What follows belongs to an exercise in optimizing a design on an open flow for small area; a production flow would make more cautious choices.
The RTL was checked by simulation tests, not by an equivalence proof against the original design.
Power and IR drop assume default switching activity.

## before
==> flow/design.v <==
`timescale 1ns / 1ps
module Top(
    input CLK_PLL,
    input CLK_SR,
    input Data_SR,
    input RST,
    input [5:0] d1,
    input [5:0] d2,
    output wire PMOS1_PS1,
    output wire NMOS2_PS1,
    output wire PMOS2_PS1,
    output wire NMOS1_PS1,
    output wire PMOS1_PS2,
    output wire NMOS2_PS2,
    output wire PMOS2_PS2,
    output wire NMOS1_PS2,
    output wire PMOS_PS3,
    output wire NMOS_PS3,
    output reg SIGNAL_OUTPUT
);
reg [4:0] n;
reg       srq;
reg [4:0] dt;
reg [1:0] ph1, ph2;
reg [3:0] osel;
reg       insel, pssel, ps3, en;
wire cap = CLK_SR & ~srq & ~(n[4] & n[1]);
wire wd  = cap & Data_SR;
wire [3:0] lo = {wd &  n[1] &  n[0], wd &  n[1] & ~n[0],
                 wd & ~n[1] &  n[0], wd & ~n[1] & ~n[0]};
wire h0 = ~n[4] & ~n[3] & ~n[2];
wire h1 = ~n[3] &  n[2];
wire h2 =  n[3] & ~n[2];
wire h3 =  n[3] &  n[2];
wire h4 =  n[4];
wire [17:0] w = {h4 & lo[1], h4 & lo[0],
                 h3 & lo[3], h3 & lo[2], h3 & lo[1], h3 & lo[0],
                 h2 & lo[3], h2 & lo[2], h2 & lo[1], h2 & lo[0],
                 h1 & lo[3], h1 & lo[2], h1 & lo[1], h1 & lo[0],
                 h0 & lo[3], h0 & lo[2], h0 & lo[1], h0 & lo[0]};
always @(posedge CLK_PLL or posedge RST) begin
    if (RST) begin
        n <= 5'd0;
        srq <= 1'b1;
        dt <= 5'd0;
        ph1 <= 2'd0;
        ph2 <= 2'd0;
        osel <= 4'd0;
        insel <= 1'b0;
        pssel <= 1'b0;
        ps3 <= 1'b0;
        en <= 1'b0;
    end else begin
        srq <= CLK_SR;
        if (cap) n <= n + 5'd1;
        dt    <= dt    | w[4:0];
        ph1   <= ph1   | w[6:5];
        ph2   <= ph2   | w[8:7];
        osel  <= osel  | w[12:9];
        insel <= insel | w[13];
        pssel <= pssel | w[15];
        ps3   <= ps3   | w[16];
        en    <= en    | w[17];
    end
end
reg       h;
reg [5:0] u;
wire wrap = &u[5:1];
always @(posedge CLK_PLL or posedge RST) begin
    if (RST) begin
        h <= 1'b0;
        u <= 6'd0;
    end else begin
        h <= h ^ wrap;
        u <= wrap ? 6'd0 : u + 6'd1;
    end
end
wire [4:0] ul  = u[4:0] - {4'd0, ~u[5]};
wire [5:0] u90 = {~u[5] & (|u[4:0]), ul};
wire       h90 = h ^ u[5];
wire [5:0] uu1 = ph1[0] ? u90 : u;
wire       m1  = (ph1[0] ? h90 : h) ^ ph1[1];
wire [5:0] uu2 = ph2[0] ? u90 : u;
wire       m2  = (ph2[0] ? h90 : h) ^ ph2[1];
wire [5:0] car1 = uu1 ^ {6{m1}};
wire [5:0] car2 = uu2 ^ {6{m2}};
wire c1 = d1 >= car1;
wire c2 = d2 >= car2;
reg       s1, s2, qq1, qq2;
reg [4:0] k1, k2;
wire [4:0] kk1 = (c1 == s1) ? k1 : 5'd0;
wire [4:0] kk2 = (c2 == s2) ? k2 : 5'd0;
wire       lt1 = kk1 < dt;
wire       lt2 = kk2 < dt;
always @(posedge CLK_PLL or posedge RST) begin
    if (RST) begin
        s1 <= 1'b0; s2 <= 1'b0; qq1 <= 1'b0; qq2 <= 1'b0;
        k1 <= 5'd0; k2 <= 5'd0;
    end else begin
        s1 <= c1; s2 <= c2;
        qq1 <= ~lt1; qq2 <= ~lt2;
        k1 <= lt1 ? kk1 + 5'd1 : kk1;
        k2 <= lt2 ? kk2 + 5'd1 : kk2;
    end
end
wire q1 = s1 & qq1;
wire q2 = ~s1 & qq1;
wire q3 = s2 & qq2;
wire q4 = ~s2 & qq2;
reg xp1, xn2, xp2, xn1;
always @(posedge CLK_PLL or posedge RST) begin
    if (RST) begin
        xp1 <= 1'b1; xn2 <= 1'b0; xp2 <= 1'b1; xn1 <= 1'b0;
    end else begin
        xp1 <= insel ? d1[3] : ~q1;
        xn2 <= insel ? d1[0] : q2;
        xp2 <= insel ? d1[1] : ~q3;
        xn1 <= insel ? d1[2] : q4;
    end
end
wire on = en & ~ps3;
wire g1 = on & pssel;
wire g2 = on & ~pssel;
assign PMOS1_PS1 = ~g1 | xp1;
assign NMOS2_PS1 =  g1 & xn2;
assign PMOS2_PS1 = ~g1 | xp2;
assign NMOS1_PS1 =  g1 & xn1;
assign PMOS1_PS2 = ~g2 | xp1;
assign NMOS2_PS2 =  g2 & xn2;
assign PMOS2_PS2 = ~g2 | xp2;
assign NMOS1_PS2 =  g2 & xn1;
assign PMOS_PS3 = ~ps3 | d1[4];
assign NMOS_PS3 =  ps3 & d1[5];
always @(*) begin
    case (osel)
        4'd0: SIGNAL_OUTPUT = PMOS1_PS1;
        4'd1: SIGNAL_OUTPUT = NMOS2_PS1;
        4'd2: SIGNAL_OUTPUT = PMOS2_PS1;
        4'd3: SIGNAL_OUTPUT = NMOS1_PS1;
        4'd4: SIGNAL_OUTPUT = PMOS1_PS2;
        4'd5: SIGNAL_OUTPUT = NMOS2_PS2;
        4'd6: SIGNAL_OUTPUT = PMOS2_PS2;
        4'd7: SIGNAL_OUTPUT = NMOS1_PS2;
        4'd8: SIGNAL_OUTPUT = PMOS_PS3;
        4'd9: SIGNAL_OUTPUT = NMOS_PS3;
        default: SIGNAL_OUTPUT = 1'b0;
    endcase
end
endmodule
Settings: LEC_CHECK=0, CAP_MARGIN=20, CORE_MARGIN=2, CORE_UTILIZATION=40, SLEW_MARGIN=20; clock period 5.0 ns.
standard.sh (not shown) runs the stock make flow with config.mk's settings and CLKGATE_MAP_FILE= SYNTH_SCRIPT=/design/flow/synth_recipe.tcl, a recipe that flattens the netlist after the stock synthesis.
==> flow/flow/run.sh <==
#!/bin/bash
# Standard ORFS layout, with smaller port buffers and no CTS dummy loads.
set -euo pipefail
export BUFFER_PORTS_ARGS="-buffer_cell sky130_fd_sc_hd__buf_1"
export CTS_ARGS="-sink_clustering_enable -repair_clock_nets -dont_use_dummy_load"
bash standard.sh finish > standard_finish.log 2>&1
Modified inputs, after compared to before
==> flow/run.sh (new file) <==
#!/bin/bash
# synth_recipe.tcl (not shown) runs the flow's synth.tcl, then flattens the netlist and writes it again
# the make line also repeats each setting of config.mk as NAME=value (left out here)
make -C /OpenROAD-flow-scripts/flow DESIGN_CONFIG=/design/flow/config.mk WORK_HOME=/design/flow/orfs CLKGATE_MAP_FILE= SYNTH_SCRIPT=/design/flow/synth_recipe.tcl finish
removed: flow/flow/run.sh
removed: flow/standard.sh
--- outcome ---
Against before as the reference, after delivers a higher synthesis-to-layout area growth.
On via count of the first global-routing pass, the lower figure sits with after, not before.
Going from before to after, via count shrank slightly.
Compared after against before; power in sequential cells within noise.

* * *

## red
Top, a different RTL version from the one above (not shown whole).
Size: about 310 cells after synthesis, roughly 27 I/O pins.
clock: 5.0 ns
lec_check: 0
cap_margin: 20
core_margin: 2
core_utilization: 40
slew_margin: 20
==> flow/flow/run.sh <==
#!/bin/bash
# Layout flow: the standard synthesis, then an area-oriented re-mapping of the
# combinational logic only (registers are kept as synthesised, same names and cells),
# then the standard ORFS layout with buf_1 port buffers and no CTS dummy loads.
set -euo pipefail
WORK=$(pwd)
R=$WORK/orfs/results/$FLOW_PLATFORM/Top/base
LIB=$FLOW_HOME/platforms/$FLOW_PLATFORM/lib/sky130_fd_sc_hd__tt_025C_1v80.lib
YOSYS=$FLOW_HOME/../tools/install/yosys/bin/yosys

export BUFFER_PORTS_ARGS="-buffer_cell sky130_fd_sc_hd__buf_1"
export CTS_ARGS="-sink_clustering_enable -repair_clock_nets -dont_use_dummy_load -buf_list {sky130_fd_sc_hd__clkbuf_4 sky130_fd_sc_hd__clkbuf_8} -sink_clustering_size 30 -sink_clustering_max_diameter 200"

bash standard.sh synth > $WORK/1_standard_synth.log 2>&1

cp $R/1_2_yosys.v $WORK/std_synth.v
DU=""
for c in $(sed -n '/DONT_USE_CELLS +=/,/^$/p' $FLOW_HOME/platforms/$FLOW_PLATFORM/config.mk | grep -o 'sky130_fd_sc_hd__[a-z0-9_]*'); do
  DU="$DU -dont_use $c"
done
cat > $WORK/reopt.abc <<EOT
strash
dc2
dch -f
amap -m -F 4 -A 10
EOT
cat > $WORK/reopt.ys <<EOT
read_liberty -ignore_miss_func $LIB
read_verilog $WORK/std_synth.v
hierarchy -top $FLOW_TOP
setattr -mod -set keep_hierarchy 1 sky130_fd_sc_hd__df*
flatten
opt_clean -purge
abc -liberty $LIB $DU -script $WORK/reopt.abc
opt_clean -purge
hilomap -singleton -hicell sky130_fd_sc_hd__conb_1 HI -locell sky130_fd_sc_hd__conb_1 LO

splitnets
opt_clean -purge
rename -enumerate -pattern _ro%_
stat -liberty $LIB
select $FLOW_TOP
write_verilog -noattr -noexpr -nohex -nodec -selected $WORK/reopt.v
EOT
$YOSYS -l $WORK/1_reopt_yosys.log -q $WORK/reopt.ys > /dev/null 2>&1
cp $WORK/reopt.v $R/1_2_yosys.v
rm -f $R/1_synth.odb $R/1_synth.sdc
bash standard.sh finish > $WORK/2_standard_finish.log 2>&1
red: all stages complete, timing, DRC and antenna checks passed
Here is what was changed in the inputs of blue compared with red.
-- flow/flow/run.sh --
<<< red, line 10

export BUFFER_PORTS_ARGS="-buffer_cell sky130_fd_sc_hd__buf_1"
export CTS_ARGS="-sink_clustering_enable -repair_clock_nets -dont_use_dummy_load -buf_list {sky130_fd_sc_hd__clkbuf_4 sky130_fd_sc_hd__clkbuf_8} -sink_clustering_size 30 -sink_clustering_max_diameter 200"

bash standard.sh synth > $WORK/1_standard_synth.log 2>&1
>>> blue, line 10

export BUFFER_PORTS_ARGS="-buffer_cell sky130_fd_sc_hd__buf_1"
export CTS_ARGS="-sink_clustering_enable -repair_clock_nets -dont_use_dummy_load"

bash standard.sh synth > $WORK/1_standard_synth.log 2>&1
==> comparison <==
blue: no failed stages, no open violations at the end
Final total negative setup slack of red is on par with blue.
Compared with red, in blue non-clock buffer count held; final estimated routing congestion in global placement held.
The wire length of red and that of blue are within noise of each other.
Comparing blue against red, there is no change at all in number of clock buffers in the layout.
blue -> red: total power delta 0, exact match
Diff red..blue | post-cts hold buffer count | unchanged

[afterwards: timing with drivers on the ports]
The flow's constraints put no driver on any port. The routed layouts listed below were extracted and timed again, unchanged, in two steps.
Step 1: set_driving_cell puts a clkbuf_16 on CLK_PLL and a buf_2 on each other input, an assumption about the parent block.
Step 2 moves the port delays by t, midway between the first and last clock arrival at a register: inputs arrive t later, outputs are due t later. That takes back most of the time a late clock gives input paths.
a / b / c = ideal / step 1 / step 2; a / b = the first two.
run | t, ns | slack for setup (ns) | hold WS [ns] | clock arrival spread, ns
before | 0.325 | 0.796 / 0.796 / 0.796 | 0.491 / 0.491 / 0.491 | 0.022 / 0.022
after | 0.331 | 0.653 / 0.653 / 0.483 | 0.508 / 0.508 / 0.508 | 0.006 / 0.005
red | 0.318 | 0.744 / 0.744 / 0.744 | 0.449 / 0.449 / 0.449 | 0.014 / 0.015
blue | 0.318 | 0.744 / 0.744 / 0.744 | 0.449 / 0.449 / 0.449 | 0.014 / 0.015
After both steps setup and hold are still met in every run listed. The setup slack of after, which loses most, moves by 0.000 ns with the drivers and by -0.170 ns with both steps.
